From an optimization exercise on the open Yosys and OpenROAD flow, aimed at a short achievable clock period and few clock cycles; shortcuts taken in it are not production practice.
At most, simulation tests tie the RTL to the original design; equivalence was not proved.
The RTL of runs 2 and 3 was laid out without a check of its function.
The flow treats the clock pin as an ideal source, which a real chip does not have.
Power and IR drop assume default switching activity.

`flow/design.v`:
```
`timescale 1ns / 1ps
module RV32core(
        input clk,   
        input rst,   
        output[31:0] imem_addr,
        input [31:0] imem_data,
        output[31:0] dmem_addr,
        output[31:0] dmem_wdata,
        output[3:0]  dmem_wstrb,
        input [31:0] dmem_rdata
    );
    localparam BI = 5;               
    localparam NB = 1 << BI;
    localparam HI = 5;               
    localparam NH = 1 << HI;
    localparam LH = 5;               
    localparam NP = 1 << LH;
    localparam RD = 4;               
    localparam T_BR = 2'd0, T_JAL = 2'd1, T_RET = 2'd2, T_IND = 2'd3;
    reg [31:0] pc_f;
    reg        v_d;
    reg [31:0] ir_d, pc_d, ptgt_d, pc4_d;
    reg        pt_d;                 
    reg        bp_d;                 
    reg [HI-1:0] bi_d;               
    reg        v_e;
    reg [31:0] a_e, b_e, sd_e;       
    reg        a_m, b_m, s_m;       
    reg        a_h, b_h;            
    reg [10:0] alu_e;                
    reg [31:0] link_e, alt_e, ctgt_e, jcmp_e, pc_e;
    reg        br_e, jal_e, jalr_e, ret_e, call_e, ld_e, st_e, wen_e, pt_e;
    reg [5:0]  mc_e;                 
    reg        jx_e, jc_e;           
    reg [2:0]  f3_e;
    reg [4:0]  rd_e;
    reg [HI-1:0] bi_e;
    reg [31:0] res_m, wdata_m;
    reg [3:0]  wstrb_m;
    reg        ld_m, wen_m;
    reg [2:0]  f3_m;
    reg [4:0]  rd_m;
    reg [31:0] val_w;
    reg        wen_w;
    reg [4:0]  rd_w;
    reg [32*32-1:0] rf;              
    localparam TW = 30 - BI;         
    reg [NB-1:0]    btb_v;
    reg [NB*TW-1:0] btb_tag;
    reg [NB*32-1:0] btb_tgt;
    reg [NB*2-1:0]  btb_typ;
    reg [NH*LH-1:0] dh;              
    reg [NH-1:0]    dp;              
    reg [NH*8-1:0]  lp_tag;
    reg [NH*5-1:0]  lp_trip;         
    reg [NH*5-1:0]  lp_cnt;          
    reg [NH-1:0]    lp_conf;
    reg [NP*2-1:0]  pht;
    reg [RD*32-1:0] ras;
    reg [1:0]    ras_sp;             
    wire [15:0] ld_h = res_m[1] ? dmem_rdata[31:16] : dmem_rdata[15:0];
    wire [7:0]  ld_b = res_m[0] ? ld_h[15:8] : ld_h[7:0];
    wire [31:0] ld_v = f3_m[1] ? dmem_rdata :
                       f3_m[0] ? {{16{~f3_m[2] & ld_h[15]}}, ld_h} :
                                 {{24{~f3_m[2] & ld_b[7]}}, ld_b};
    wire [31:0] val_m = ld_m ? ld_v : res_m;
    reg [31:0] pc_o, res_o;
    assign imem_addr = pc_o;
    reg  [4:0]    px_f;
    wire [BI-1:0] bx_f = px_f[BI-1:0];
    wire [HI-1:0] hx_f = px_f[HI-1:0];
    wire hit_f = btb_v[bx_f] && btb_tag[bx_f*TW +: TW] == pc_f[31:BI+2];
    wire [1:0] typ_f = btb_typ[bx_f*2 +: 2];
    wire bp_f = dp[hx_f];
    wire taken_f = hit_f && (typ_f != T_BR || bp_f);
    wire [31:0] ras_top = ras[ras_sp*32 +: 32];
    wire [1:0]  ras_up = ras_sp + 2'd1;
    wire [31:0] tgt_f = typ_f == T_RET ? ras_top : btb_tgt[bx_f*32 +: 32];
    wire [31:0] pc4_f = pc_f + 32'd4;
    wire [6:0] op = ir_d[6:0];
    wire [2:0] f3 = ir_d[14:12];
    wire [4:0] rd = ir_d[11:7], rs1 = ir_d[19:15], rs2 = ir_d[24:20];
    wire is_lui   = v_d && op == 7'b0110111;
    wire is_auipc = v_d && op == 7'b0010111;
    wire is_jal   = v_d && op == 7'b1101111;
    wire is_jalr  = v_d && op == 7'b1100111;
    wire is_br    = v_d && op == 7'b1100011;
    wire is_ld    = v_d && op == 7'b0000011;
    wire is_st    = v_d && op == 7'b0100011;
    wire is_opi   = v_d && op == 7'b0010011;
    wire is_op    = v_d && op == 7'b0110011;
    wire writes  = is_lui | is_auipc | is_jal | is_jalr | is_ld | is_opi | is_op;
    wire wen_d   = writes && rd != 5'd0;
    wire a_rs1   = is_op | is_opi | is_ld | is_st | is_br | is_jalr;
    wire b_rs2   = is_op | is_br;
    wire use1    = a_rs1;
    wire use2    = is_op | is_br | is_st;
    wire is_call = (is_jal | is_jalr) && (rd == 5'd1 || rd == 5'd5);
    wire is_ret  = is_jalr && rd == 5'd0 && (rs1 == 5'd1 || rs1 == 5'd5);
    wire [31:0] imm_i = {{20{ir_d[31]}}, ir_d[31:20]};
    wire [31:0] imm_s = {{20{ir_d[31]}}, ir_d[31:25], ir_d[11:7]};
    wire [31:0] imm_b = {{20{ir_d[31]}}, ir_d[7], ir_d[30:25], ir_d[11:8], 1'b0};
    wire [31:0] imm_u = {ir_d[31:12], 12'b0};
    wire [31:0] imm_j = {{12{ir_d[31]}}, ir_d[19:12], ir_d[20], ir_d[30:21], 1'b0};
    wire [31:0] brt_d  = pc_d + imm_b;
    wire [31:0] jalt_d = pc_d + imm_j;
    wire [31:0] rf1 = rs1 == 5'd0 ? 32'd0 : rf[rs1*32 +: 32];
    wire [31:0] rf2 = rs2 == 5'd0 ? 32'd0 : rf[rs2*32 +: 32];
    wire [31:0] rv1 = (wen_m && rd_m == rs1) ? val_m : (wen_w && rd_w == rs1) ? val_w : rf1;
    wire [31:0] rv2 = (wen_m && rd_m == rs2) ? val_m : (wen_w && rd_w == rs2) ? val_w : rf2;
    wire stall_d = ld_e && rd_e != 5'd0 &&
                   ((use1 && rs1 == rd_e) || (use2 && rs2 == rd_e));
    wire m1 = wen_e && rd_e == rs1;
    wire m2 = wen_e && rd_e == rs2;
    wire ras_ok = 1'b1;
    wire id_jal  = is_jal && !pt_d;
    wire id_br   = is_br && !pt_d && bp_d;
    wire id_ret  = is_ret && !pt_d && ras_ok;
    wire id_bad  = pt_d && !(is_br | is_jal | is_jalr);
    wire [31:0] id_tgt = id_jal ? jalt_d : id_br ? brt_d : id_ret ? ras_top : pc4_d;
    wire [31:0] A  = {a_h ? res_m[31:16] : a_e[31:16], a_m ? res_m[15:0] : a_e[15:0]};
    wire [31:0] B  = {b_h ? res_m[31:16] : b_e[31:16], b_m ? res_m[15:0] : b_e[15:0]};
    wire [31:0] SD = s_m ? res_m : sd_e;
    wire [31:0] sum  = A + B;
    wire [31:0] diff = A - B;
    wire eq  = A == B;
    wire [30:0] c_lt0 = ~A[30:0] & B[30:0];
    wire [30:0] c_eq0 = ~(A[30:0] ^ B[30:0]);
    wire [15:0] c_lt1, c_eq1;
    wire [7:0]  c_lt2, c_eq2;
    wire [3:0]  c_lt3, c_eq3;
    wire [1:0]  c_lt4, c_eq4;
    genvar g;
    generate
        for (g = 0; g < 15; g = g + 1) begin : cmp1
            assign c_lt1[g] = c_lt0[2*g+1] | c_eq0[2*g+1] & c_lt0[2*g];
            assign c_eq1[g] = c_eq0[2*g+1] & c_eq0[2*g];
        end
        for (g = 0; g < 8; g = g + 1) begin : cmp2
            assign c_lt2[g] = c_lt1[2*g+1] | c_eq1[2*g+1] & c_lt1[2*g];
            assign c_eq2[g] = c_eq1[2*g+1] & c_eq1[2*g];
        end
        for (g = 0; g < 4; g = g + 1) begin : cmp3
            assign c_lt3[g] = c_lt2[2*g+1] | c_eq2[2*g+1] & c_lt2[2*g];
            assign c_eq3[g] = c_eq2[2*g+1] & c_eq2[2*g];
        end
        for (g = 0; g < 2; g = g + 1) begin : cmp4
            assign c_lt4[g] = c_lt3[2*g+1] | c_eq3[2*g+1] & c_lt3[2*g];
            assign c_eq4[g] = c_eq3[2*g+1] & c_eq3[2*g];
        end
    endgenerate
    assign c_lt1[15] = c_lt0[30];
    assign c_eq1[15] = c_eq0[30];
    wire lt_lo = c_lt4[1] | c_eq4[1] & c_lt4[0];
    wire ltu = ~A[31] & B[31] | ~(A[31] ^ B[31]) & lt_lo;
    wire lt  = A[31] & ~B[31] | ~(A[31] ^ B[31]) & lt_lo;
    wire [4:0] sh = B[4:0];
    wire [31:0] r_sll = A << sh;
    wire [31:0] r_srl = A >> sh;
    wire [63:0] r_sra64 = {{32{A[31]}}, A} >> sh;
    wire [31:0] r_sra = r_sra64[31:0];
    wire [31:0] res_e =
        {32{alu_e[0]}}  & sum |
        {32{alu_e[1]}}  & diff[31:0] |
        {32{alu_e[2]}}  & (A & B) |
        {32{alu_e[3]}}  & (A | B) |
        {32{alu_e[4]}}  & (A ^ B) |
        {32{alu_e[5]}}  & r_sll |
        {32{alu_e[6]}}  & r_srl |
        {32{alu_e[7]}}  & r_sra |
        {32{alu_e[8]}}  & {31'd0, lt} |
        {32{alu_e[9]}}  & {31'd0, ltu} |
        {32{alu_e[10]}} & link_e;
    wire mis_br = mc_e[0] & eq | mc_e[1] & ~eq | mc_e[2] & lt | mc_e[3] & ~lt |
                  mc_e[4] & ltu | mc_e[5] & ~ltu;
    wire taken_e = mis_br ^ pt_e;
    wire redirect_ex = mis_br | jx_e | jc_e & (A != jcmp_e);
    wire [31:0] jtgt_e = {sum[31:1], 1'b0};
    wire [31:0] tgt_ex = jalr_e ? jtgt_e : alt_e;
    wire redirect_id0 = id_jal | id_br | id_ret | id_bad;
    wire redirect_id = !redirect_ex && !stall_d && redirect_id0;
    wire [31:0] pc_nx = stall_d ? pc_f : redirect_id0 ? id_tgt : taken_f ? tgt_f : pc4_f;
    wire [3:0] strb_e = f3_e[1] ? 4'b1111 :
                        f3_e[0] ? (4'b0011 << sum[1:0]) : (4'b0001 << sum[1:0]);
    wire [31:0] wd_e = f3_e[1] ? SD : f3_e[0] ? {2{SD[15:0]}} : {4{SD[7:0]}};
    assign dmem_addr  = res_o;
    assign dmem_wdata = wdata_m;
    assign dmem_wstrb = wstrb_m;
    always @(posedge clk or posedge rst) begin
        if (rst) begin
            pc_f <= 32'd0;
            v_d <= 1'b0;
            pt_d <= 1'b0;
        end else begin
            pc_f <= redirect_ex ? tgt_ex : pc_nx;
            if (redirect_ex || redirect_id) begin
                v_d <= 1'b0;
                pt_d <= 1'b0;
            end else if (!stall_d) begin
                v_d <= 1'b1;
                pt_d <= taken_f;
            end
        end
    end
    always @(posedge clk) begin
        if (!stall_d) begin
            ir_d <= imem_data;
            pc_d <= pc_f;
            pc4_d <= pc4_f;
            ptgt_d <= tgt_f;
            bp_d <= bp_f;
            bi_d <= hx_f;
        end
    end
    wire go_e = !redirect_ex && !stall_d;
    wire pt_n = pt_d | id_br | id_ret;           
    wire [31:0] ptgt_n = pt_d ? ptgt_d : ras_top;
    always @(posedge clk or posedge rst) begin
        if (rst) begin
            v_e <= 1'b0;
            a_m <= 1'b0; b_m <= 1'b0; s_m <= 1'b0;
            alu_e <= 11'd0;
            br_e <= 1'b0; jal_e <= 1'b0; jalr_e <= 1'b0; ret_e <= 1'b0; call_e <= 1'b0;
            ld_e <= 1'b0; st_e <= 1'b0; wen_e <= 1'b0; pt_e <= 1'b0;
            mc_e <= 6'd0; jx_e <= 1'b0; jc_e <= 1'b0;
        end else if (!go_e) begin
            v_e <= 1'b0;
            a_m <= 1'b0; b_m <= 1'b0; s_m <= 1'b0;
            alu_e <= 11'd0;
            br_e <= 1'b0; jal_e <= 1'b0; jalr_e <= 1'b0; ret_e <= 1'b0; call_e <= 1'b0;
            ld_e <= 1'b0; st_e <= 1'b0; wen_e <= 1'b0; pt_e <= 1'b0;
            mc_e <= 6'd0; jx_e <= 1'b0; jc_e <= 1'b0;
        end else begin
            v_e <= v_d;
            a_m <= a_rs1 && m1;
            b_m <= b_rs2 && m2;
            s_m <= is_st && m2;
            alu_e[0]  <= is_lui | is_auipc | is_ld | is_st |
                         (is_op & f3 == 3'd0 & ~ir_d[30]) | (is_opi & f3 == 3'd0);
            alu_e[1]  <= is_op & f3 == 3'd0 & ir_d[30];
            alu_e[2]  <= (is_op | is_opi) & f3 == 3'd7;
            alu_e[3]  <= (is_op | is_opi) & f3 == 3'd6;
            alu_e[4]  <= (is_op | is_opi) & f3 == 3'd4;
            alu_e[5]  <= (is_op | is_opi) & f3 == 3'd1;
            alu_e[6]  <= (is_op | is_opi) & f3 == 3'd5 & ~ir_d[30];
            alu_e[7]  <= (is_op | is_opi) & f3 == 3'd5 & ir_d[30];
            alu_e[8]  <= (is_op | is_opi) & f3 == 3'd2;
            alu_e[9]  <= (is_op | is_opi) & f3 == 3'd3;
            alu_e[10] <= is_jal | is_jalr;
            br_e <= is_br; jal_e <= is_jal; jalr_e <= is_jalr; ret_e <= is_ret; call_e <= is_call;
            ld_e <= is_ld; st_e <= is_st; wen_e <= wen_d;
            pt_e <= pt_n;
            mc_e <= {is_br & (f3 == (pt_n ? 3'd6 : 3'd7)), is_br & (f3 == (pt_n ? 3'd7 : 3'd6)),
                     is_br & (f3 == (pt_n ? 3'd4 : 3'd5)), is_br & (f3 == (pt_n ? 3'd5 : 3'd4)),
                     is_br & (f3 == (pt_n ? 3'd0 : 3'd1)), is_br & (f3 == (pt_n ? 3'd1 : 3'd0))};
            jx_e <= is_jalr & ~pt_n;
            jc_e <= is_jalr & pt_n;
        end
    end
    always @(posedge clk) begin
        a_h <= !rst && go_e && a_rs1 && m1;
        b_h <= !rst && go_e && b_rs2 && m2;
        a_e <= is_auipc ? pc_d : is_lui ? 32'd0 : rv1;
        b_e <= b_rs2 ? rv2 : is_st ? imm_s : (is_lui | is_auipc) ? imm_u : imm_i;
        sd_e <= rv2;
        link_e <= pc4_d;
        alt_e <= pt_n ? pc4_d : brt_d;
        ctgt_e <= is_jal ? jalt_d : brt_d;
        jcmp_e <= ptgt_n - imm_i;
        pc_e <= pc_d;
        f3_e <= f3;
        rd_e <= rd;
        bi_e <= bi_d;
    end
    always @(posedge clk or posedge rst) begin
        if (rst) begin
            wstrb_m <= 4'd0;
            ld_m <= 1'b0;
            wen_m <= 1'b0;
        end else begin
            wstrb_m <= st_e ? strb_e : 4'd0;
            ld_m <= ld_e;
            wen_m <= wen_e;
        end
    end
    always @(posedge clk) begin
        pc_o <= rst ? 32'd0 : redirect_ex ? tgt_ex : pc_nx;
        px_f <= redirect_ex ? tgt_ex[6:2] : pc_nx[6:2];
        res_o <= rst ? 32'd0 : res_e;
        res_m <= res_e;
        wdata_m <= wd_e;
        f3_m <= f3_e;
        rd_m <= rd_e;
    end
    always @(posedge clk or posedge rst) begin
        if (rst) wen_w <= 1'b0;
        else wen_w <= wen_m;
    end
    always @(posedge clk) begin
        val_w <= val_m;
        rd_w <= rd_m;
    end
    always @(posedge clk) begin
        if (wen_w) rf[rd_w*32 +: 32] <= val_w;
    end
    reg          u_btb, u_br, u_tk, rst_q;
    reg [BI-1:0] u_bx;
    reg [HI-1:0] u_hx;
    reg [7:0]    u_ltag;
    reg [31:BI+2] u_tag;
    reg [31:0]   u_tgt;
    reg [1:0]    u_typ;
    reg [LH-1:0] u_h;
    reg [7:0]    u_otag;
    reg [4:0]    u_cnt, u_trip;
    reg          u_conf;
    always @(posedge clk or posedge rst) begin
        if (rst) begin
            u_btb <= 1'b0; u_br <= 1'b0;
        end else begin
            u_btb <= br_e && taken_e || jal_e || jalr_e;
            u_br <= br_e;
        end
    end
    always @(posedge clk) begin
        rst_q <= rst;
        u_tk <= taken_e;
        u_bx <= pc_e[BI+1:2];
        u_hx <= bi_e;
        u_ltag <= pc_e[HI+9:HI+2];
        u_tag <= pc_e[31:BI+2];
        u_tgt <= jalr_e ? jtgt_e : ctgt_e;
        u_typ <= br_e ? T_BR : jal_e ? T_JAL : ret_e ? T_RET : T_IND;
    end
    wire [LH-1:0] d_h  = u_h;
    wire [1:0]    d_c  = pht[d_h*2 +: 2];
    wire [1:0]    d_c1 = u_tk ? (d_c == 2'b11 ? 2'b11 : d_c + 2'd1) :
                                (d_c == 2'b00 ? 2'b00 : d_c - 2'd1);
    wire [LH-1:0] d_h1 = {d_h[LH-2:0], u_tk};
    wire          l_hit  = u_otag == u_ltag;
    wire [4:0]    l_cnt0  = l_hit ? u_cnt : 5'd0;
    wire [4:0]    l_trip0 = l_hit ? u_trip : 5'd0;
    wire          l_conf0 = l_hit & u_conf;
    wire [5:0]    l_run   = {1'b0, l_cnt0} + 6'd1;       
    reg  [4:0]    l_cnt1, l_trip1;
    reg           l_conf1;
    always @(*) begin
        if (u_tk) begin
            if (l_cnt0 == 5'd31) begin
                l_cnt1 = 5'd0; l_trip1 = 5'd0; l_conf1 = 1'b0;
            end else begin
                l_cnt1 = l_cnt0 + 5'd1; l_trip1 = l_trip0; l_conf1 = l_conf0;
            end
        end else begin
            l_cnt1 = 5'd0;
            if (l_run == {1'b0, l_trip0}) begin
                l_trip1 = l_trip0; l_conf1 = 1'b1;
            end else begin
                l_trip1 = l_run[4:0]; l_conf1 = 1'b0;
            end
        end
    end
    wire          e_same = u_br && u_hx == bi_e;
    always @(posedge clk) begin
        u_h    <= e_same ? d_h1    : dh[bi_e*LH +: LH];
        u_otag <= e_same ? u_ltag  : lp_tag[bi_e*8 +: 8];
        u_cnt  <= e_same ? l_cnt1  : lp_cnt[bi_e*5 +: 5];
        u_trip <= e_same ? l_trip1 : lp_trip[bi_e*5 +: 5];
        u_conf <= e_same ? l_conf1 : lp_conf[bi_e];
    end
    reg           w_v, w_lc;
    reg [4:0]     w_cnt, w_trip;
    reg [HI-1:0]  w_hx;
    reg [LH-1:0]  w_h1;
    always @(posedge clk or posedge rst) begin
        if (rst) w_v <= 1'b0;
        else w_v <= u_br;
    end
    always @(posedge clk) begin
        w_hx <= u_hx;
        w_h1 <= d_h1;
        w_lc <= l_conf1;
        w_cnt <= l_cnt1;
        w_trip <= l_trip1;
    end
    wire [1:0]    w_c = pht[w_h1*2 +: 2];
    wire          w_pht = w_c[1];
    wire          w_lp = {1'b0, w_cnt} + 6'd1 < {1'b0, w_trip};
    always @(posedge clk) begin
        if (rst_q) begin
            btb_v <= {NB{1'b0}};
            dh <= {NH*LH{1'b0}};
            dp <= {NH{1'b0}};
            lp_tag <= {NH*8{1'b0}};
            lp_trip <= {NH*5{1'b0}};
            lp_cnt <= {NH*5{1'b0}};
            lp_conf <= {NH{1'b0}};
            pht <= {NP{2'b01}};
            ras <= {RD*32{1'b0}};
            ras_sp <= 2'd0;
        end else begin
            if (u_btb) btb_v[u_bx] <= 1'b1;
            if (u_br) begin
                pht[d_h*2 +: 2] <= d_c1;
                dh[u_hx*LH +: LH] <= d_h1;
                lp_tag[u_hx*8 +: 8] <= u_ltag;
                lp_trip[u_hx*5 +: 5] <= l_trip1;
                lp_cnt[u_hx*5 +: 5] <= l_cnt1;
                lp_conf[u_hx] <= l_conf1;
            end
            if (w_v) dp[w_hx] <= w_lc ? w_lp : w_pht;
            if (call_e) begin
                ras[ras_up*32 +: 32] <= link_e;
                ras_sp <= ras_sp + 2'd1;
            end else if (ret_e) begin
                ras_sp <= ras_sp - 2'd1;
            end
        end
    end
    always @(posedge clk) begin
        if (u_btb) begin
            btb_tag[u_bx*TW +: TW] <= u_tag;
            btb_tgt[u_bx*32 +: 32] <= u_tgt;
            btb_typ[u_bx*2 +: 2] <= u_typ;
        end
    end
endmodule
```
`flow/flow/run.sh`:
```
#!/bin/bash
set -euo pipefail
MARGIN=${MARGIN:-12.8}
HERE=$(pwd)
bash standard.sh ADDER_MAP_FILE= synth > synth.log 2>&1
bash standard.sh ADDER_MAP_FILE= SETUP_SLACK_MARGIN=$MARGIN \
  PRE_DETAIL_PLACE_TCL=$HERE/flow/pull_outs.tcl POST_CTS_TCL=$HERE/flow/drop_root.tcl \
  finish > layout.log 2>&1
```
`flow/flow/drop_root.tcl`:
```
set block [ord::get_db_block]
set clknet [[$block findBTerm clk] getNet]
set loads {}
foreach it [$clknet getITerms] { if {[$it isInputSignal]} { lappend loads $it } }
if {[llength $loads] == 1} {
  set root [[lindex $loads 0] getInst]
  set onet ""
  foreach it [$root getITerms] { if {[$it isOutputSignal]} { set onet [$it getNet] } }
  set sinks {}
  if {$onet ne ""} {
    foreach it [$onet getITerms] { if {[$it isInputSignal]} { lappend sinks $it } }
  }
  if {$onet ne "" && [llength $sinks] > 0 && [llength $sinks] <= 4 && [string match "*clkbuf*" [[$root getMaster] getName]]} {
    foreach it $sinks { $it disconnect; $it connect $clknet }
    foreach it [$root getITerms] { $it disconnect }
    odb::dbInst_destroy $root
    odb::dbNet_destroy $onet
    puts "drop_root: [llength $sinks] clock buffers now driven by the clock port"
  } else {
    puts "drop_root: root buffer kept ([llength $sinks] loads)"
  }
} else {
  puts "drop_root: clock port drives [llength $loads] pins; nothing done"
}
```
`flow/flow/pull_outs.tcl`:
```
# Pull each flip-flop that drives an output port's buffer next to that buffer,
# so the flop's Q net is short; detailed placement then legalizes.
set block [ord::get_db_block]
set moved 0
foreach bterm [$block getBTerms] {
  if {[$bterm getIoType] ne "OUTPUT"} { continue }
  set net [$bterm getNet]
  if {$net eq "NULL"} { continue }
  set buf ""
  foreach it [$net getITerms] { if {[$it isOutputSignal]} { set buf [$it getInst] } }
  if {$buf eq ""} { continue }
  set n2 ""
  foreach it [$buf getITerms] { if {[$it isInputSignal]} { set n2 [$it getNet] } }
  if {$n2 eq "" || $n2 eq "NULL"} { continue }
  if {[llength [$n2 getITerms]] != 2} { continue }
  set ff ""
  foreach it [$n2 getITerms] { if {[$it isOutputSignal]} { set ff [$it getInst] } }
  if {$ff eq ""} { continue }
  if {![string match "*df*" [[$ff getMaster] getName]]} { continue }
  set loc [$buf getLocation]
  $ff setLocation [lindex $loc 0] [lindex $loc 1]
  incr moved
}
puts "pull_outs: moved $moved flip-flops next to their output buffers"
```
`flow/standard.sh`:
```
#!/bin/bash
# synth_recipe.tcl (not shown) runs the flow's synth.tcl, then flattens the netlist and writes it again
# the make line also repeats each setting of config.mk as NAME=value (left out here)
make -C /OpenROAD-flow-scripts/flow DESIGN_CONFIG=/design/flow/config.mk WORK_HOME=/design/flow/orfs CLKGATE_MAP_FILE= SYNTH_SCRIPT=/design/flow/synth_recipe.tcl "${@:-finish}"
```
`flow/config.mk`:
```
export PLATFORM = sky130hd
export DESIGN_NAME = RV32core
export DESIGN_NICKNAME = RV32core
export VERILOG_FILES = /design/flow/design.v
export SDC_FILE = /design/flow/constraint.sdc
export NUM_CORES = 8
export LEC_CHECK = 0
export ABC_CLOCK_PERIOD_IN_PS = 100
export CAP_MARGIN = 20
export CORE_MARGIN = 2
export CORE_UTILIZATION = 40
export SLEW_MARGIN = 20
```
`flow/constraint.sdc`:
```
create_clock -name core_clock -period 17.0 [get_ports {clk}]
set_input_delay 3.4000 -clock core_clock [delete_from_list [all_inputs] [get_ports {clk}]]
set_output_delay 3.4000 -clock core_clock [all_outputs]
set_load 0.01 [all_outputs]
```
==> flow_summary.ini, run 1 <==
[critical_path]
path_class = reg -> reg
worst_ep_arrival_time_ps = 5610
r2r-end = pc_o[20]
start_kind = flop
crit_top_cell = buf_12
worst_r2r_path_depth = 21
critPathCaptureType = flop
crit_chain = buf_12 > buf_16 > buf_12 > buf_16 > buf_12 > mux4_2 > a22o_1 > nor2_4 > a31o_4 > o211ai_1 > nor4_4 > and4_4 > buf_12 > buf_4 > buf_6 > buf_12 > buf_16 > nand3_2 > o211ai_1 > nor2_2 > a211oi_4
cp.required_ps = 17590
slowest_stage = a211oi_4
r2r_setup_slack_ps = 11990
r2r-start = px_f[0]
path_max_fanout = 7
cp_slowest_stage_delay_ps = 770

[logic_synthesis]
synth_top_area_frac = 0.3795
synth-simple-area-share = 0.08300
synth_xor_area_frac = 0.01541
synth_warnings = 1
synth_mux_area_frac = 0.2774
synth_cell_types = 94
yosys-top-cells-area = edfxtp_1, mux4_2, dfxtp_1
synth_area_per_cell_um2 = 12.61
syn_nets = 19160
synth-edff-count = 3044
synthAdderAreaFrac = 0.001662
synth_top_family_by_area = multiplexers
syn_inst = 19100
synth_area_leader_cell = edfxtp_1
synth_ff_type = edfxtp_1
synth_compound_area_frac = 0.07333
syn_area_um2 = 240800
async_flop_share = 0.01593
ys_seq_elements = 4707
ys_seq_area_frac = 0.5193

[clock_tree]
tritoncts = yes
clock_latency_ps = 840
clock_sinks = 4707
clkTransAtPathRegs_ps = 70

[timing]
hold_viol_final = 0
period_share = 0.2950
setup_violations = 0
layout_min_cycle_time_ps = 5015
whs_ps = 317.1
rsz0062_at_grt = true
final_max_slew_viol_count = 0
finalWorstSetupSlack_ps = 11990
slew_headroom = 0.2186
fmax_mhz = 199.4
tightest_slew_ps = 1172
clock_skew_ps = 125.7
fin_setup_tns_ps = 0

[min_path]
holdPathStages = 0
hp-start = pc_e[2]
hold_class = reg -> reg
min_to = u_bx[0]

[placement]
dp_cells = 25970
place_hpwl_um = 517300
dp_slack_ps = 8678
io_buffers = 165
routabilityCongestion = 1.013

[floorplanning]
fp-row-count = 285
initial_core_util = 0.4006
die_area_um2 = 608300
die_x_um = 780.0
coreArea_um2 = 601200
dieHeight_um = 780.0
num_io_pins = 166

[power_and_ir_drop]
clockPowerShare = 0.325
vdd_drop_max_uv = 133.4
p_leak_nw = 92.53
power.internal_w = 0.02348
p_sw_w = 0.01258
comb_power_share = 0.280
seqPwrFrac = 0.395
swShare = 0.3488
p_per_area_nw_per_um2 = 131.0

[final_layout]
area_growth_pct = 14.32
mostFrequentLayoutCells = edfxtp_1, mux2_2, nand2_1, dfxtp_1, mux4_2
final_util = 0.4580
final_cells = 27270
layout_commonest_cell = edfxtp_1
final_nets = 18770
drive_above_1_share = 0.3410

[global_route]
grt.total_usage = 0.2716
grt_pass1_wl_um = 1219000
grt_max_degree = 211
antenna_found_initial = 66
grt_pass1_vias = 162100
grt_overflow = 0

[drt]
antenna_left = 0
drtIter0Drc = 22820
drc = 0
route.detailed.wl_per_inst_um = 31.67
via_count = 171300
wirelength_um = 863700
vias_per_cell = 6.284
first_pass_iters = 8

[job]
max_cap_viol_count = 0

[outcome]
outcome = finished clean
## synthesized netlist by cell type, types with 284 or more instances
library cell	number
xnor2_1	296
mux2i_1	462
nand2_1	2585
nor2_1	1286
mux4_2	1416
buf_1	284
dfxtp_1	1588
edfxtp_1	3044
a21oi_1	938
o21ai_0	379
a22oi_1	326
mux2_2	2686
clkbuf_1	1401
## power by group through the flow
stage          Clock, W  Combinational (W)  Sequential, W
2_1_floorplan         0            0.00602         0.0135
3_3_place_gp          0            0.00885         0.0145
3_5_place_dp          0            0.00901         0.0144
5_1_grt          0.0123             0.0104         0.0143
6_report         0.0117             0.0101         0.0142
## state kept, by name, indices dropped and copies added (netlist names), 64 cells and up
register	cells
lp_tag	256
pht	64
btb_tag	800
rf	1024
btb_tgt	1024
btb_typ	64
lp_cnt	160
dh	160
lp_trip	160
ras	128
## metrics by stage
stage	area, um2	total power [W]
floorplan	240900	0.01951
global route	275200	0.03692
detailed placement	250500	0.02344
global placement	250400	0.02338
finish	275300	0.03606
## worst max-delay path by stage
stage / startpoint / end / slack, ps / depth (start not counted)
2_1_floorplan: u_btb / btb_v[13] / -5720 / 2
3_3_place_gp: px_f[0] / pc_o[18] / 10140 / 14
3_5_place_dp: px_f[1] / pc_o[12] / 8680 / 14
5_1_grt: px_f[0] / pc_o[9] / 12010 / 20
6_report: px_f[0] / pc_o[20] / 11990 / 21
## critical path: cells and delay by family, from the launching register on
family | cells | cell delay (ps)
DFF | 1 | 380
and+or+nand+nor | 5 | 1150
buffers and inverters | 10 | 1230
AOI/OAI and AO/OA | 5 | 1480
muxes | 1 | 480
## per-layer routing
layer	track usage	part of all wire
met1	0.3742	0.40
met4	0.1448	0.064
met2	0.4060	0.44
met3	0.05297	0.098
met5	0	0.00053
## area by class of cell
class | count | area [um2]
Antenna cell | 97 | 242.7
Clock buffer | 752 | 15230
Timing Repair Buffer | 859 | 9219
Fill cell | 53770 | 325900
Inverter | 81 | 340.3
Clock inverter | 217 | 2308
Multi-Input combinational cell | 12520 | 112700
Tap cell | 8036 | 10050
Sequential cell | 4707 | 125300
## kinds of logic (layout without fill, tap and decap cells)
logic type | count (synthesis) | in the layout
flops | 4707 | 4707
simple gates | 4760 | 4765
fa+ha+maj | 40 | 40
other cells | 0 | 97
xor+xnor | 420 | 420
buf+inv | 1877 | 1909
mux | 4567 | 4567
compound gates | 2726 | 2726
Testbench counts, summed over its fixed seeds: cycles 328,684.
==> inputs of run 2 (changes only) <==
--- a/flow/design.v
+++ b/flow/design.v
@@ -22,6 +22,8 @@
     reg [31:0] ir_d, pc_d, ptgt_d, pc4_d;
     reg        pt_d;                 
     reg        bp_d;                 
+    reg [13:0] dc_d;                 
+    reg        stall_q;              
     reg [HI-1:0] bi_d;               
     reg        v_e;
     reg [31:0] a_e, b_e, sd_e;       
@@ -77,26 +79,43 @@
     wire [1:0]  ras_up = ras_sp + 2'd1;
     wire [31:0] tgt_f = typ_f == T_RET ? ras_top : btb_tgt[bx_f*32 +: 32];
     wire [31:0] pc4_f = pc_f + 32'd4;
-    wire [6:0] op = ir_d[6:0];
+    wire [6:0] f_op = imem_data[6:0];
+    wire [4:0] f_rd = imem_data[11:7], f_rs1 = imem_data[19:15], f_rs2 = imem_data[24:20];
+    wire f_lui   = f_op == 7'b0110111;
+    wire f_auipc = f_op == 7'b0010111;
+    wire f_jal   = f_op == 7'b1101111;
+    wire f_jalr  = f_op == 7'b1100111;
+    wire f_br    = f_op == 7'b1100011;
+    wire f_ld    = f_op == 7'b0000011;
+    wire f_st    = f_op == 7'b0100011;
+    wire f_opi   = f_op == 7'b0010011;
+    wire f_opr   = f_op == 7'b0110011;
+    wire f_use1  = f_opr | f_opi | f_ld | f_st | f_br | f_jalr;
+    wire f_use2  = f_opr | f_br | f_st;
+    wire [13:0] f_dc = {
+        (f_lui | f_auipc | f_jal | f_jalr | f_ld | f_opi | f_opr) && f_rd != 5'd0,
+        f_use2, f_use1,
+        f_jalr && f_rd == 5'd0 && (f_rs1 == 5'd1 || f_rs1 == 5'd5),
+        (f_jal | f_jalr) && (f_rd == 5'd1 || f_rd == 5'd5),
+        f_opr, f_opi, f_st, f_ld, f_br, f_jalr, f_jal, f_auipc, f_lui};
     wire [2:0] f3 = ir_d[14:12];
     wire [4:0] rd = ir_d[11:7], rs1 = ir_d[19:15], rs2 = ir_d[24:20];
-    wire is_lui   = v_d && op == 7'b0110111;
-    wire is_auipc = v_d && op == 7'b0010111;
-    wire is_jal   = v_d && op == 7'b1101111;
-    wire is_jalr  = v_d && op == 7'b1100111;
-    wire is_br    = v_d && op == 7'b1100011;
-    wire is_ld    = v_d && op == 7'b0000011;
-    wire is_st    = v_d && op == 7'b0100011;
-    wire is_opi   = v_d && op == 7'b0010011;
-    wire is_op    = v_d && op == 7'b0110011;
-    wire writes  = is_lui | is_auipc | is_jal | is_jalr | is_ld | is_opi | is_op;
-    wire wen_d   = writes && rd != 5'd0;
-    wire a_rs1   = is_op | is_opi | is_ld | is_st | is_br | is_jalr;
+    wire is_lui   = v_d && dc_d[0];
+    wire is_auipc = v_d && dc_d[1];
+    wire is_jal   = v_d && dc_d[2];
+    wire is_jalr  = v_d && dc_d[3];
+    wire is_br    = v_d && dc_d[4];
+    wire is_ld    = v_d && dc_d[5];
+    wire is_st    = v_d && dc_d[6];
+    wire is_opi   = v_d && dc_d[7];
+    wire is_op    = v_d && dc_d[8];
+    wire is_call  = v_d && dc_d[9];
+    wire is_ret   = v_d && dc_d[10];
+    wire use1     = v_d && dc_d[11];
+    wire use2     = v_d && dc_d[12];
+    wire wen_d    = v_d && dc_d[13];
+    wire a_rs1   = use1;
     wire b_rs2   = is_op | is_br;
-    wire use1    = a_rs1;
-    wire use2    = is_op | is_br | is_st;
-    wire is_call = (is_jal | is_jalr) && (rd == 5'd1 || rd == 5'd5);
-    wire is_ret  = is_jalr && rd == 5'd0 && (rs1 == 5'd1 || rs1 == 5'd5);
     wire [31:0] imm_i = {{20{ir_d[31]}}, ir_d[31:20]};
     wire [31:0] imm_s = {{20{ir_d[31]}}, ir_d[31:25], ir_d[11:7]};
     wire [31:0] imm_b = {{20{ir_d[31]}}, ir_d[7], ir_d[30:25], ir_d[11:8], 1'b0};
@@ -108,8 +127,7 @@
     wire [31:0] rf2 = rs2 == 5'd0 ? 32'd0 : rf[rs2*32 +: 32];
     wire [31:0] rv1 = (wen_m && rd_m == rs1) ? val_m : (wen_w && rd_w == rs1) ? val_w : rf1;
     wire [31:0] rv2 = (wen_m && rd_m == rs2) ? val_m : (wen_w && rd_w == rs2) ? val_w : rf2;
-    wire stall_d = ld_e && rd_e != 5'd0 &&
-                   ((use1 && rs1 == rd_e) || (use2 && rs2 == rd_e));
+    wire stall_d = stall_q;
     wire m1 = wen_e && rd_e == rs1;
     wire m2 = wen_e && rd_e == rs2;
     wire ras_ok = 1'b1;
@@ -190,9 +208,12 @@
         if (rst) begin
             pc_f <= 32'd0;
             v_d <= 1'b0;
+            stall_q <= 1'b0;
             pt_d <= 1'b0;
         end else begin
             pc_f <= redirect_ex ? tgt_ex : pc_nx;
+            stall_q <= !redirect_ex && !stall_d && !redirect_id0 && is_ld && rd != 5'd0 &&
+                       ((f_use1 && f_rs1 == rd) || (f_use2 && f_rs2 == rd));
             if (redirect_ex || redirect_id) begin
                 v_d <= 1'b0;
                 pt_d <= 1'b0;
@@ -205,6 +226,7 @@
     always @(posedge clk) begin
         if (!stall_d) begin
             ir_d <= imem_data;
+            dc_d <= f_dc;
             pc_d <= pc_f;
             pc4_d <= pc4_f;
             ptgt_d <= tgt_f;
==> flow/flow/run.sh (replaced) <==
#!/bin/bash
set -euo pipefail
MARGIN=${MARGIN:-12.8}
HERE=$(pwd)
bash standard.sh ADDER_MAP_FILE= synth > synth.log 2>&1
bash standard.sh ADDER_MAP_FILE= SETUP_SLACK_MARGIN=$MARGIN \
  PRE_DETAIL_PLACE_TCL=$HERE/flow/pull_outs.tcl POST_CTS_TCL=$HERE/flow/post_cts.tcl \
  finish > layout.log 2>&1
==> flow/flow/post_cts.tcl (new file) <==
# After clock tree synthesis: drop the tree's root buffer (flow/drop_root.tcl),
# then one more round of timing repair with the final clock tree, and
# legalize again.
source [file join [file dirname [info script]] drop_root.tcl]
estimate_parasitics -placement
repair_timing -setup -setup_margin $::env(SETUP_SLACK_MARGIN) -repair_tns 100 -max_passes 40 -verbose
detailed_placement
check_placement -verbose
estimate_parasitics -placement
report_worst_slack -max
==> run 2 against run 1 <==
Now fails the layout checks on max-capacitance violations, max-slew violations. Register-to-register slack worse by 140 ps. Synthesized area is 0.30% higher. Cell count is 1.2% higher. Via count is 0.86% higher. Largest power group unchanged. Global-route usage hardly changed. Clock-buffer cell count is 13 higher.
==> flow_summary.ini, run 2 <==
[outcome]
outcome = complete, but fails checks
violations = max-capacitance violations, max-slew violations

[critical_path]
start_kind = flop
worst_ep_arrival_time_ps = 5760
crit_chain = buf_12 > buf_16 > buf_16 > mux4_2 > a22o_1 > a221oi_4 > a31o_2 > nand2_1 > or4_4 > or4_4 > nor2_8 > buf_12 > nand2_2 > a311o_1 > a311oi_4
slowest_stage = a311oi_4
critPathCaptureType = flop
path_class = reg -> reg
path_max_fanout = 5
cp.required_ps = 17600
cp_slowest_stage_delay_ps = 770

[drt]
drc = 0
wirelength_um = 866300
drtIter0Drc = 21990
via_count = 172800
vias_per_cell = 6.261
first_pass_iters = 11
route.detailed.wl_per_inst_um = 31.39
antenna_left = 0

[power_and_ir_drop]
vdd_drop_max_uv = 133.4
power.internal_w = 0.02417
comb_power_share = 0.303
swShare = 0.3519
p_leak_nw = 94.54
p_sw_w = 0.01312
clockPowerShare = 0.312
p_per_area_nw_per_um2 = 133.2
seqPwrFrac = 0.385

[logic_synthesis]
synth_ff_type = edfxtp_1
synth_cell_types = 103
synth_top_area_frac = 0.3791
syn_nets = 19290
syn_inst = 19220
synth_area_leader_cell = edfxtp_1
synth_warnings = 1
ys_seq_area_frac = 0.5186
synth_area_per_cell_um2 = 12.57
yosys-top-cells-area = edfxtp_1, mux4_2, dfxtp_1
yosysMostFrequentCell = edfxtp_1
synth-edff-count = 3050
yosys-top-cells-count = edfxtp_1, nand2_1, mux2_2, dfxtp_1, mux4_2
ys_seq_elements = 4714
syn_area_um2 = 241600
async_flop_share = 0.01612

[final_layout]
area_growth_pct = 15.85
final_util = 0.4650
final_cells = 27600
final_nets = 19130
drive_above_1_share = 0.3509
fin_area_um2 = 279900
largest_registers = btb_tgt: 1024 flops, rf: 1024 flops, btb_tag: 800 flops
layout_commonest_cell = edfxtp_1
mostFrequentLayoutCells = edfxtp_1, nand2_1, mux2_2, dfxtp_1, mux4_2

[global_route]
grt_pass1_vias = 163600
grt_max_degree = 238
antenna_found_initial = 64
grt_pass1_wl_um = 1222000
grt_overflow = 0
grt.total_usage = 0.2716

[floorplanning]
coreArea_um2 = 601900
fp-row-count = 285
initial_core_util = 0.4013
dieHeight_um = 781.1
num_io_pins = 166
die_area_um2 = 610200
die_x_um = 781.1

[clock_tree]
clock_latency_ps = 850
clock_sinks = 4714
tritoncts = yes
clkTransAtPathRegs_ps = 60

[timing]
whs_ps = 326.1
fmax_mhz = 193.9
fin_setup_tns_ps = 0
setup_violations = 0
slew_headroom = -0.1323
rsz0062_at_grt = true
period_share = 0.3033
layout_min_cycle_time_ps = 5157
hold_viol_final = 0
final_max_slew_viol_count = 3
tightest_slew_ps = 1693
clock_skew_ps = 128.1

[min_path]
hold_class = reg -> reg

[placement]
place_hpwl_um = 515100
dp_cells = 26090
io_buffers = 165
routabilityCongestion = 1.036
dpl_cell_area_um2 = 250900

[job]
max_cap_viol_count = 1
-- run 2: cell count changes in the layout (fill, tap and decap cells not counted), sizes merged, moves of 30 or more --
cell	previous run	this run
a32oi	166	82
mux2	2688	2718
nor2	1286	1066
diode	97	67
a21oi	938	1124
a211oi	190	155
buf	778	981
nand3b	55	23
nand2	2586	2855
mux2i	463	404
a22oi	326	218
inv	118	162
bufbuf	11	43
-- run 2: per-stage QoR --
stage,worst slack [ps],total power [W]
after floorplan,-5721,0.01996
after global placement,9327,0.02387
after detailed placement,8318,0.02391
after global routing,11900,0.03814
final,11840,0.03729
-- run 2: path summary, 6_finish.rpt --
path                       slack, ps  cells past startpoint  startpoint         end
min in group asynchronous       2620                      2         rst  wstrb_m[0]
max                            11840                     15     px_f[1]     pc_o[6]
max in group asynchronous      13500                      3         rst      jalr_e
max reg2reg                    11840                     15     px_f[1]     pc_o[6]
min                              330                      0     pc_e[4]     u_bx[2]
min reg2reg                      330                      0     pc_e[4]     u_bx[2]
-- run 2: power by group through the flow --
stage	registers [W]	clock network, W	logic [W]
floorplan	0.0136	0	0.00636
global placement	0.0147	0	0.00915
detailed placement	0.0146	0	0.00929
global route	0.0144	0.0122	0.0116
finish	0.0144	0.0116	0.0113
-- run 2: per-layer routing --
layer / track usage / wire (um) / vias up / share of wire
met5: 0 / 522 / - / 0.00060
met4: 0.1394 / 53270 / 44 / 0.061
met3: 0.05618 / 87560 / 2093 / 0.10
met2: 0.4056 / 378500 / 9583 / 0.44
met1: 0.3746 / 346400 / 88760 / 0.40
li1: - / - / 72340 / -
-- run 2: cells by family after synthesis --
| group | share of synthesized area |
|---|---|
| XOR/XNOR | 0.01595 |
| flip-flops | 0.5186 |
| buffers and inverters | 0.03158 |
| multiplexers | 0.2767 |
| adder cells (fa/ha/maj) | 0.001906 |
| AND/OR/NAND/NOR | 0.08284 |
| AO/OA/AOI/OAI | 0.07244 |
-- run 2: layout make-up --
| cell class | count | area (um2) |
|---|---|---|
| Multi-Input combinational cell | 12580 | 113800 |
| Tap cell | 8036 | 10050 |
| Timing Repair Buffer | 1093 | 12340 |
| Sequential cell | 4714 | 125500 |
| Inverter | 139 | 566.8 |
| Antenna cell | 67 | 167.7 |
| Clock inverter | 205 | 2222 |
| Fill cell | 53380 | 322100 |
| Clock buffer | 765 | 15210 |
-- run 2: worst max-delay path, delay by kind of cell, from the launching register on --
kind	cells	cell delay [ps]
AO/OA/AOI/OAI	5	1990
AND/OR/NAND/NOR	5	1420
buffers and inverters	4	610
multiplexers	1	510
flip-flops	1	370
==> inputs of run 3 (changes only) <==
--- a/flow/design.v
+++ b/flow/design.v
@@ -41,6 +41,8 @@
     reg [3:0]  wstrb_m;
     reg        ld_m, wen_m;
     reg [2:0]  f3_m;
+    reg [12:0] ls_m;                 
+    reg [31:0] res_nl;               
     reg [4:0]  rd_m;
     reg [31:0] val_w;
     reg        wen_w;
@@ -60,24 +62,66 @@
     reg [NP*2-1:0]  pht;
     reg [RD*32-1:0] ras;
     reg [1:0]    ras_sp;             
-    wire [15:0] ld_h = res_m[1] ? dmem_rdata[31:16] : dmem_rdata[15:0];
-    wire [7:0]  ld_b = res_m[0] ? ld_h[15:8] : ld_h[7:0];
-    wire [31:0] ld_v = f3_m[1] ? dmem_rdata :
-                       f3_m[0] ? {{16{~f3_m[2] & ld_h[15]}}, ld_h} :
-                                 {{24{~f3_m[2] & ld_b[7]}}, ld_b};
-    wire [31:0] val_m = ld_m ? ld_v : res_m;
+    wire [31:0] dr = dmem_rdata;
+    wire ld_sx = ls_m[7] & dr[15] | ls_m[8] & dr[31];
+    wire ld_sb = ls_m[9] & dr[7] | ls_m[10] & dr[15] | ls_m[11] & dr[23] | ls_m[12] & dr[31];
+    wire [31:0] ld_v = {
+        {16{ls_m[6]}} & dr[31:16] | {16{ld_sx | ld_sb}},
+        {8{ls_m[4]}} & dr[15:8] | {8{ls_m[5]}} & dr[31:24] | {8{ld_sb}},
+        {8{ls_m[0]}} & dr[7:0] | {8{ls_m[1]}} & dr[15:8] | {8{ls_m[2]}} & dr[23:16] |
+        {8{ls_m[3]}} & dr[31:24]};
+    wire [31:0] val_m = ld_v | res_nl;
     reg [31:0] pc_o, res_o;
     assign imem_addr = pc_o;
     reg  [4:0]    px_f;
     wire [BI-1:0] bx_f = px_f[BI-1:0];
     wire [HI-1:0] hx_f = px_f[HI-1:0];
-    wire hit_f = btb_v[bx_f] && btb_tag[bx_f*TW +: TW] == pc_f[31:BI+2];
-    wire [1:0] typ_f = btb_typ[bx_f*2 +: 2];
-    wire bp_f = dp[hx_f];
+    reg  [1-1:0] bv_f;
+    always @(*) begin : rd_bv_f
+        integer k;
+        bv_f = {1{1'b0}};
+        for (k = 0; k < NB; k = k + 1)
+            bv_f = bv_f | ({1{bx_f == k}} & btb_v[k*1 +: 1]);
+    end
+    reg  [TW-1:0] btag_f;
+    always @(*) begin : rd_btag_f
+        integer k;
+        btag_f = {TW{1'b0}};
+        for (k = 0; k < NB; k = k + 1)
+            btag_f = btag_f | ({TW{bx_f == k}} & btb_tag[k*TW +: TW]);
+    end
+    reg  [2-1:0] typ_f;
+    always @(*) begin : rd_typ_f
+        integer k;
+        typ_f = {2{1'b0}};
+        for (k = 0; k < NB; k = k + 1)
+            typ_f = typ_f | ({2{bx_f == k}} & btb_typ[k*2 +: 2]);
+    end
+    reg  [1-1:0] bp_f;
+    always @(*) begin : rd_bp_f
+        integer k;
+        bp_f = {1{1'b0}};
+        for (k = 0; k < NH; k = k + 1)
+            bp_f = bp_f | ({1{hx_f == k}} & dp[k*1 +: 1]);
+    end
+    reg  [32-1:0] btgt_f;
+    always @(*) begin : rd_btgt_f
+        integer k;
+        btgt_f = {32{1'b0}};
+        for (k = 0; k < NB; k = k + 1)
+            btgt_f = btgt_f | ({32{bx_f == k}} & btb_tgt[k*32 +: 32]);
+    end
+    wire hit_f = bv_f && btag_f == pc_f[31:BI+2];
     wire taken_f = hit_f && (typ_f != T_BR || bp_f);
-    wire [31:0] ras_top = ras[ras_sp*32 +: 32];
+    reg  [32-1:0] ras_top;
+    always @(*) begin : rd_ras_top
+        integer k;
+        ras_top = {32{1'b0}};
+        for (k = 0; k < RD; k = k + 1)
+            ras_top = ras_top | ({32{ras_sp == k}} & ras[k*32 +: 32]);
+    end
     wire [1:0]  ras_up = ras_sp + 2'd1;
-    wire [31:0] tgt_f = typ_f == T_RET ? ras_top : btb_tgt[bx_f*32 +: 32];
+    wire [31:0] tgt_f = typ_f == T_RET ? ras_top : btgt_f;
     wire [31:0] pc4_f = pc_f + 32'd4;
     wire [6:0] f_op = imem_data[6:0];
     wire [4:0] f_rd = imem_data[11:7], f_rs1 = imem_data[19:15], f_rs2 = imem_data[24:20];
@@ -123,8 +167,20 @@
     wire [31:0] imm_j = {{12{ir_d[31]}}, ir_d[19:12], ir_d[20], ir_d[30:21], 1'b0};
     wire [31:0] brt_d  = pc_d + imm_b;
     wire [31:0] jalt_d = pc_d + imm_j;
-    wire [31:0] rf1 = rs1 == 5'd0 ? 32'd0 : rf[rs1*32 +: 32];
-    wire [31:0] rf2 = rs2 == 5'd0 ? 32'd0 : rf[rs2*32 +: 32];
+    reg  [32-1:0] rf1;
+    always @(*) begin : rd_rf1
+        integer k;
+        rf1 = {32{1'b0}};
+        for (k = 1; k < 32; k = k + 1)
+            rf1 = rf1 | ({32{rs1 == k}} & rf[k*32 +: 32]);
+    end
+    reg  [32-1:0] rf2;
+    always @(*) begin : rd_rf2
+        integer k;
+        rf2 = {32{1'b0}};
+        for (k = 1; k < 32; k = k + 1)
+            rf2 = rf2 | ({32{rs2 == k}} & rf[k*32 +: 32]);
+    end
     wire [31:0] rv1 = (wen_m && rd_m == rs1) ? val_m : (wen_w && rd_w == rs1) ? val_w : rf1;
     wire [31:0] rv2 = (wen_m && rd_m == rs2) ? val_m : (wen_w && rd_w == rs2) ? val_w : rf2;
     wire stall_d = stall_q;
@@ -198,6 +254,17 @@
     wire redirect_id0 = id_jal | id_br | id_ret | id_bad;
     wire redirect_id = !redirect_ex && !stall_d && redirect_id0;
     wire [31:0] pc_nx = stall_d ? pc_f : redirect_id0 ? id_tgt : taken_f ? tgt_f : pc4_f;
+    wire [1:0] la = sum[1:0];
+    wire l_w = ld_e & f3_e[1];
+    wire l_h = ld_e & ~f3_e[1] & f3_e[0];
+    wire l_b = ld_e & ~f3_e[1] & ~f3_e[0];
+    wire l_s = ~f3_e[2];
+    wire [12:0] ls_e = {
+        l_b & l_s & la == 2'd3, l_b & l_s & la == 2'd2, l_b & l_s & la == 2'd1, l_b & l_s & la == 2'd0,
+        l_h & l_s & la[1], l_h & l_s & ~la[1],
+        l_w,
+        l_h & la[1], l_w | l_h & ~la[1],
+        l_b & la == 2'd3, l_h & la[1] | l_b & la == 2'd2, l_b & la == 2'd1, l_w | l_h & ~la[1] | l_b & la == 2'd0};
     wire [3:0] strb_e = f3_e[1] ? 4'b1111 :
                         f3_e[0] ? (4'b0011 << sum[1:0]) : (4'b0001 << sum[1:0]);
     wire [31:0] wd_e = f3_e[1] ? SD : f3_e[0] ? {2{SD[15:0]}} : {4{SD[7:0]}};
@@ -312,6 +379,8 @@
         res_m <= res_e;
         wdata_m <= wd_e;
         f3_m <= f3_e;
+        ls_m <= ls_e;
+        res_nl <= ld_e ? 32'd0 : res_e;
         rd_m <= rd_e;
     end
     always @(posedge clk or posedge rst) begin
@@ -322,8 +391,10 @@
         val_w <= val_m;
         rd_w <= rd_m;
     end
-    always @(posedge clk) begin
-        if (wen_w) rf[rd_w*32 +: 32] <= val_w;
+    always @(posedge clk) begin : wr_rf
+        integer k;
+        for (k = 1; k < 32; k = k + 1)
+            if (wen_w && rd_w == k) rf[k*32 +: 32] <= val_w;
     end
     reg          u_btb, u_br, u_tk, rst_q;
     reg [BI-1:0] u_bx;
@@ -355,7 +426,13 @@
         u_typ <= br_e ? T_BR : jal_e ? T_JAL : ret_e ? T_RET : T_IND;
     end
     wire [LH-1:0] d_h  = u_h;
-    wire [1:0]    d_c  = pht[d_h*2 +: 2];
+    reg  [2-1:0] d_c;
+    always @(*) begin : rd_d_c
+        integer k;
+        d_c = {2{1'b0}};
+        for (k = 0; k < NP; k = k + 1)
+            d_c = d_c | ({2{d_h == k}} & pht[k*2 +: 2]);
+    end
     wire [1:0]    d_c1 = u_tk ? (d_c == 2'b11 ? 2'b11 : d_c + 2'd1) :
                                 (d_c == 2'b00 ? 2'b00 : d_c - 2'd1);
     wire [LH-1:0] d_h1 = {d_h[LH-2:0], u_tk};
@@ -382,13 +459,48 @@
             end
         end
     end
+    reg  [LH-1:0] e_h;
+    always @(*) begin : rd_e_h
+        integer k;
+        e_h = {LH{1'b0}};
+        for (k = 0; k < NH; k = k + 1)
+            e_h = e_h | ({LH{bi_e == k}} & dh[k*LH +: LH]);
+    end
+    reg  [8-1:0] e_otag;
+    always @(*) begin : rd_e_otag
+        integer k;
+        e_otag = {8{1'b0}};
+        for (k = 0; k < NH; k = k + 1)
+            e_otag = e_otag | ({8{bi_e == k}} & lp_tag[k*8 +: 8]);
+    end
+    reg  [5-1:0] e_cnt;
+    always @(*) begin : rd_e_cnt
+        integer k;
+        e_cnt = {5{1'b0}};
+        for (k = 0; k < NH; k = k + 1)
+            e_cnt = e_cnt | ({5{bi_e == k}} & lp_cnt[k*5 +: 5]);
+    end
+    reg  [5-1:0] e_trip;
+    always @(*) begin : rd_e_trip
+        integer k;
+        e_trip = {5{1'b0}};
+        for (k = 0; k < NH; k = k + 1)
+            e_trip = e_trip | ({5{bi_e == k}} & lp_trip[k*5 +: 5]);
+    end
+    reg  [1-1:0] e_conf;
+    always @(*) begin : rd_e_conf
+        integer k;
+        e_conf = {1{1'b0}};
+        for (k = 0; k < NH; k = k + 1)
+            e_conf = e_conf | ({1{bi_e == k}} & lp_conf[k*1 +: 1]);
+    end
     wire          e_same = u_br && u_hx == bi_e;
     always @(posedge clk) begin
-        u_h    <= e_same ? d_h1    : dh[bi_e*LH +: LH];
-        u_otag <= e_same ? u_ltag  : lp_tag[bi_e*8 +: 8];
-        u_cnt  <= e_same ? l_cnt1  : lp_cnt[bi_e*5 +: 5];
-        u_trip <= e_same ? l_trip1 : lp_trip[bi_e*5 +: 5];
-        u_conf <= e_same ? l_conf1 : lp_conf[bi_e];
+        u_h    <= e_same ? d_h1    : e_h;
+        u_otag <= e_same ? u_ltag  : e_otag;
+        u_cnt  <= e_same ? l_cnt1  : e_cnt;
+        u_trip <= e_same ? l_trip1 : e_trip;
+        u_conf <= e_same ? l_conf1 : e_conf;
     end
     reg           w_v, w_lc;
     reg [4:0]     w_cnt, w_trip;
@@ -405,10 +517,17 @@
         w_cnt <= l_cnt1;
         w_trip <= l_trip1;
     end
-    wire [1:0]    w_c = pht[w_h1*2 +: 2];
+    reg  [2-1:0] w_c;
+    always @(*) begin : rd_w_c
+        integer k;
+        w_c = {2{1'b0}};
+        for (k = 0; k < NP; k = k + 1)
+            w_c = w_c | ({2{w_h1 == k}} & pht[k*2 +: 2]);
+    end
     wire          w_pht = w_c[1];
     wire          w_lp = {1'b0, w_cnt} + 6'd1 < {1'b0, w_trip};
-    always @(posedge clk) begin
+    always @(posedge clk) begin : wr_pred
+        integer k;
         if (rst_q) begin
             btb_v <= {NB{1'b0}};
             dh <= {NH*LH{1'b0}};
@@ -421,29 +540,38 @@
             ras <= {RD*32{1'b0}};
             ras_sp <= 2'd0;
         end else begin
-            if (u_btb) btb_v[u_bx] <= 1'b1;
-            if (u_br) begin
-                pht[d_h*2 +: 2] <= d_c1;
-                dh[u_hx*LH +: LH] <= d_h1;
-                lp_tag[u_hx*8 +: 8] <= u_ltag;
-                lp_trip[u_hx*5 +: 5] <= l_trip1;
-                lp_cnt[u_hx*5 +: 5] <= l_cnt1;
-                lp_conf[u_hx] <= l_conf1;
+            for (k = 0; k < NB; k = k + 1)
+                if (u_btb && u_bx == k) btb_v[k] <= 1'b1;
+            for (k = 0; k < NP; k = k + 1)
+                if (u_br && d_h == k) pht[k*2 +: 2] <= d_c1;
+            for (k = 0; k < NH; k = k + 1) begin
+                if (u_br && u_hx == k) begin
+                    dh[k*LH +: LH] <= d_h1;
+                    lp_tag[k*8 +: 8] <= u_ltag;
+                    lp_trip[k*5 +: 5] <= l_trip1;
+                    lp_cnt[k*5 +: 5] <= l_cnt1;
+                    lp_conf[k] <= l_conf1;
+                end
+                if (w_v && w_hx == k) dp[k] <= w_lc ? w_lp : w_pht;
             end
-            if (w_v) dp[w_hx] <= w_lc ? w_lp : w_pht;
             if (call_e) begin
-                ras[ras_up*32 +: 32] <= link_e;
+                for (k = 0; k < RD; k = k + 1)
+                    if (ras_up == k) ras[k*32 +: 32] <= link_e;
                 ras_sp <= ras_sp + 2'd1;
             end else if (ret_e) begin
                 ras_sp <= ras_sp - 2'd1;
             end
         end
     end
-    always @(posedge clk) begin
+    always @(posedge clk) begin : wr_btb
+        integer k;
         if (u_btb) begin
-            btb_tag[u_bx*TW +: TW] <= u_tag;
-            btb_tgt[u_bx*32 +: 32] <= u_tgt;
-            btb_typ[u_bx*2 +: 2] <= u_typ;
+            for (k = 0; k < NB; k = k + 1)
+                if (u_bx == k) begin
+                    btb_tag[k*TW +: TW] <= u_tag;
+                    btb_tgt[k*32 +: 32] <= u_tgt;
+                    btb_typ[k*2 +: 2] <= u_typ;
+                end
         end
     end
 endmodule
==> run 3 against run 2 <==
Clock-buffer cell count decreased by 100. Global-route usage grew 9.6 points. Combinational power down 22%. Sequential power barely moved. Highest routed layer unchanged. Now clean on timing, DRC and antenna. Hold slack worse by 32 ps. Final area down 16%. Largest cell class unchanged. Setup slack worse by 230 ps. Critical path type unchanged. Flip-flop and latch count up 9. Maximum frequency fell by 4.2%. Clock power shrank 6%.
==> flow_summary.ini, run 3 <==
[outcome]
outcome = finished clean

[logic_synthesis]
yosys-top-cells-count = edfxtp_1, nand2_1, dfxtp_1, nor2_1, a21oi_1
ys_seq_elements = 4723
syn_nets = 17060
synth_mux_area_frac = 0.01934
syn_inst = 16990
synth_warnings = 1
yosys-top-cells-area = edfxtp_1, dfxtp_1, a22oi_1
synth-simple-area-share = 0.1261
yosysMostFrequentCell = edfxtp_1
synth_compound_area_frac = 0.1658
synth-edff-count = 3018
synth_top_family_by_area = compound AO/OA/AOI/OAI gates
async_flop_share = 0.01588
ys_seq_area_frac = 0.6415
synthAdderAreaFrac = 0.002052
synth_area_per_cell_um2 = 11.48
synth_top_area_frac = 0.4646
synth_area_leader_cell = edfxtp_1
synth_ff_type = edfxtp_1
synth_cell_types = 95
synth_xor_area_frac = 0.01791
syn_area_um2 = 195100

[min_path]
hold_class = reg -> reg
min_to = u_tag[7]
hp-start = pc_e[7]
holdPathStages = 0

[timing]
period_share = 0.3167
final_max_slew_viol_count = 0
slew_headroom = 0.01834
hold_viol_final = 0
tightest_slew_ps = 1472
layout_min_cycle_time_ps = 5385
rsz0062_at_grt = true
clock_skew_ps = 183.0
setup_violations = 0
fmax_mhz = 185.7
fin_setup_tns_ps = 0

[critical_path]
crit_buf_inv = 13
path_class = reg -> reg
critPathCaptureType = flop
worst_ep_arrival_time_ps = 6020
r2r_setup_slack_ps = 11620
worst_r2r_path_depth = 25
r2r-start = px_f[0]
cp_slowest_stage_delay_ps = 920
start_kind = flop
crit_top_cell = buf_4
path_max_fanout = 6
r2r-end = pc_o[25]
slowest_stage = a2111oi_1
crit_family = compound AO/OA/AOI/OAI gates
cp.required_ps = 17640

[floorplanning]
dieHeight_um = 702.3
num_io_pins = 166
die_area_um2 = 493300
die_x_um = 702.3
fp-row-count = 256
initial_core_util = 0.4015
coreArea_um2 = 485900

[placement]
routabilityCongestion = 1.022
dp_cells = 22920
io_buffers = 165
place_hpwl_um = 549300

[drt]
via_count = 165500
drc = 0
vias_per_cell = 6.754
route.detailed.wl_per_inst_um = 38.62
wirelength_um = 946100
antenna_left = 0
first_pass_iters = 17
drtIter0Drc = 32580

[power_and_ir_drop]
p_per_area_nw_per_um2 = 145.2
p_leak_nw = 80.11
vdd_drop_max_uv = 125.5

[global_route]
antenna_found_initial = 100
grt.total_usage = 0.3672
grt_max_degree = 191
grt_overflow = 0
grt_pass1_vias = 151100
grt_pass1_wl_um = 1263000

[clock_tree]
clock_sinks = 4723
clock_latency_ps = 860
tritoncts = yes
clkTransAtPathRegs_ps = 70

[final_layout]
area.sequential_um2 = 125300
mostFrequentLayoutCells = edfxtp_1, nand2_1, dfxtp_1, a22oi_1, a21oi_1
multiInputGateArea_um2 = 71200
layout_commonest_cell = edfxtp_1
largest_reg_flops = 1024
final_nets = 17570
final_cells = 24500
fillers = 42570
area_growth_pct = 20.78
drive_above_1_share = 0.1763
largest_registers = btb_tgt: 1024 flops, rf: 992 flops, btb_tag: 800 flops
regMostFlops = btb_tgt

[job]
max_cap_viol_count = 0
[run 3: cell count changes after synthesis, sizes merged, moves of 243 or more]
cell    before   now
clkbuf    1349  1106
nor2      1065  1321
a22oi      218  1283
and3        75   411
a22o        34   352
a221oi      82   387
mux4      1429    33
nand4       43   370
buf        449   189
mux2      2716    77
nand2     2854  2280
[run 3: layout make-up]
cell class                 count  share of cell area
antenna                      124            0.001317
clock buffer                 665             0.05747
clock inverter               244             0.01134
inverter                      99            0.001678
multi-input combinational  10880              0.3022
sequential                  4723              0.5318
tap                         6450             0.03425
timing repair buffer        1314             0.05991
[run 3: cells by family after synthesis]
logic type | Yosys count
XOR/XNOR | 399
AND/OR/NAND/NOR | 5440
buffers and inverters | 1394
adder cells (fa/ha/maj) | 40
AO/OA/AOI/OAI | 4669
multiplexers | 325
flip-flops | 4723
[run 3: power breakdown]
part           internal [W]  switching, W  leakage, nW
Sequential           0.0134       0.00108         42.0
Combinational       0.00278       0.00601         30.2
Clock               0.00616       0.00476         7.92
[run 3: how the worst max path moves through the flow]
stage	end	cells after the start	slack [ps]	from
2_1_floorplan	b_e[22]	10	11950	dmem_rdata[7]
3_3_place_gp	alu_e[9]	14	9690	a_m
3_5_place_dp	pc_o[22]	15	9210	px_f[1]
5_1_grt	pc_o[16]	22	11610	px_f[0]
6_report	pc_o[25]	25	11620	px_f[0]
[run 3: metrics by stage]
stage / instance area, um2 / util / setup slack [ps] / hold slack [ps] / total power (W)
finish: 235600 / 0.4849 / 11620 / 294.4 / 0.03421
global route: 235500 / 0.4847 / 11610 / 305.2 / 0.03459
detailed placement: 206600 / 0.4252 / 9211 / 312.0 / 0.02127
global placement: 206400 / 0.4248 / 9693 / 311.6 / 0.02126
floorplan: 195300 / - / 11950 / 309.6 / 0.01736
[run 3: metal layers]
metal | track usage | wire, um | vias up
met4 | 0.2640 | 85060 | 54
met1 | 0.4636 | 331000 | 81170
met3 | 0.1174 | 136900 | 3790
met5 | 0 | 530 | -
li1 | - | - | 65700
met2 | 0.5302 | 392600 | 14760
[run 3: worst reg2reg max path, stage by stage (launching register included)]
cell       delay [ps]
dfxtp_4           420
buf_12            130
buf_16            120
buf_4             140
buf_4             110
buf_4             110
nor3b_1            50
o21ai_0           170
a31oi_1           310
a2111oi_1         930
nand3_1           190
buf_4             220
o22ai_2           160
or4b_4            190
nor4_4             50
buf_6             130
buf_4             130
buf_6             100
buf_6             110
buf_12            130
buf_16            160
buf_12            140
o32a_1            290
o2111ai_2          80
a21oi_2            80
a211oi_4          590

separate check: timing with driven ports:
Ports are ideal in the flow. The routed layouts listed here were re-timed in OpenROAD.
Step 1, drivers: a clkbuf_16 drives clk and a buf_2 each remaining input, both assumed.
Step 2, shift: input delay + t, output delay - t, t = (earliest + latest rising clock arrival at the registers) / 2. This alone moves slack from input paths to output paths.
Slacks: ideal / step 1 / step 2; pairs: ideal / step 1.
run	t, ns	setup slack, ns	hold WS [ns]
run 1	1.002	11.985 / 11.985 / 11.368	0.317 / 0.317 / 0.317
run 2	1.011	11.843 / 11.843 / 11.664	0.326 / 0.326 / 0.326
run 3	1.018	11.615 / 11.615 / 11.295	0.294 / 0.294 / 0.294
The setup slack of run 1, which loses most, moves by 0.000 ns with the drivers and by -0.617 ns with both steps.
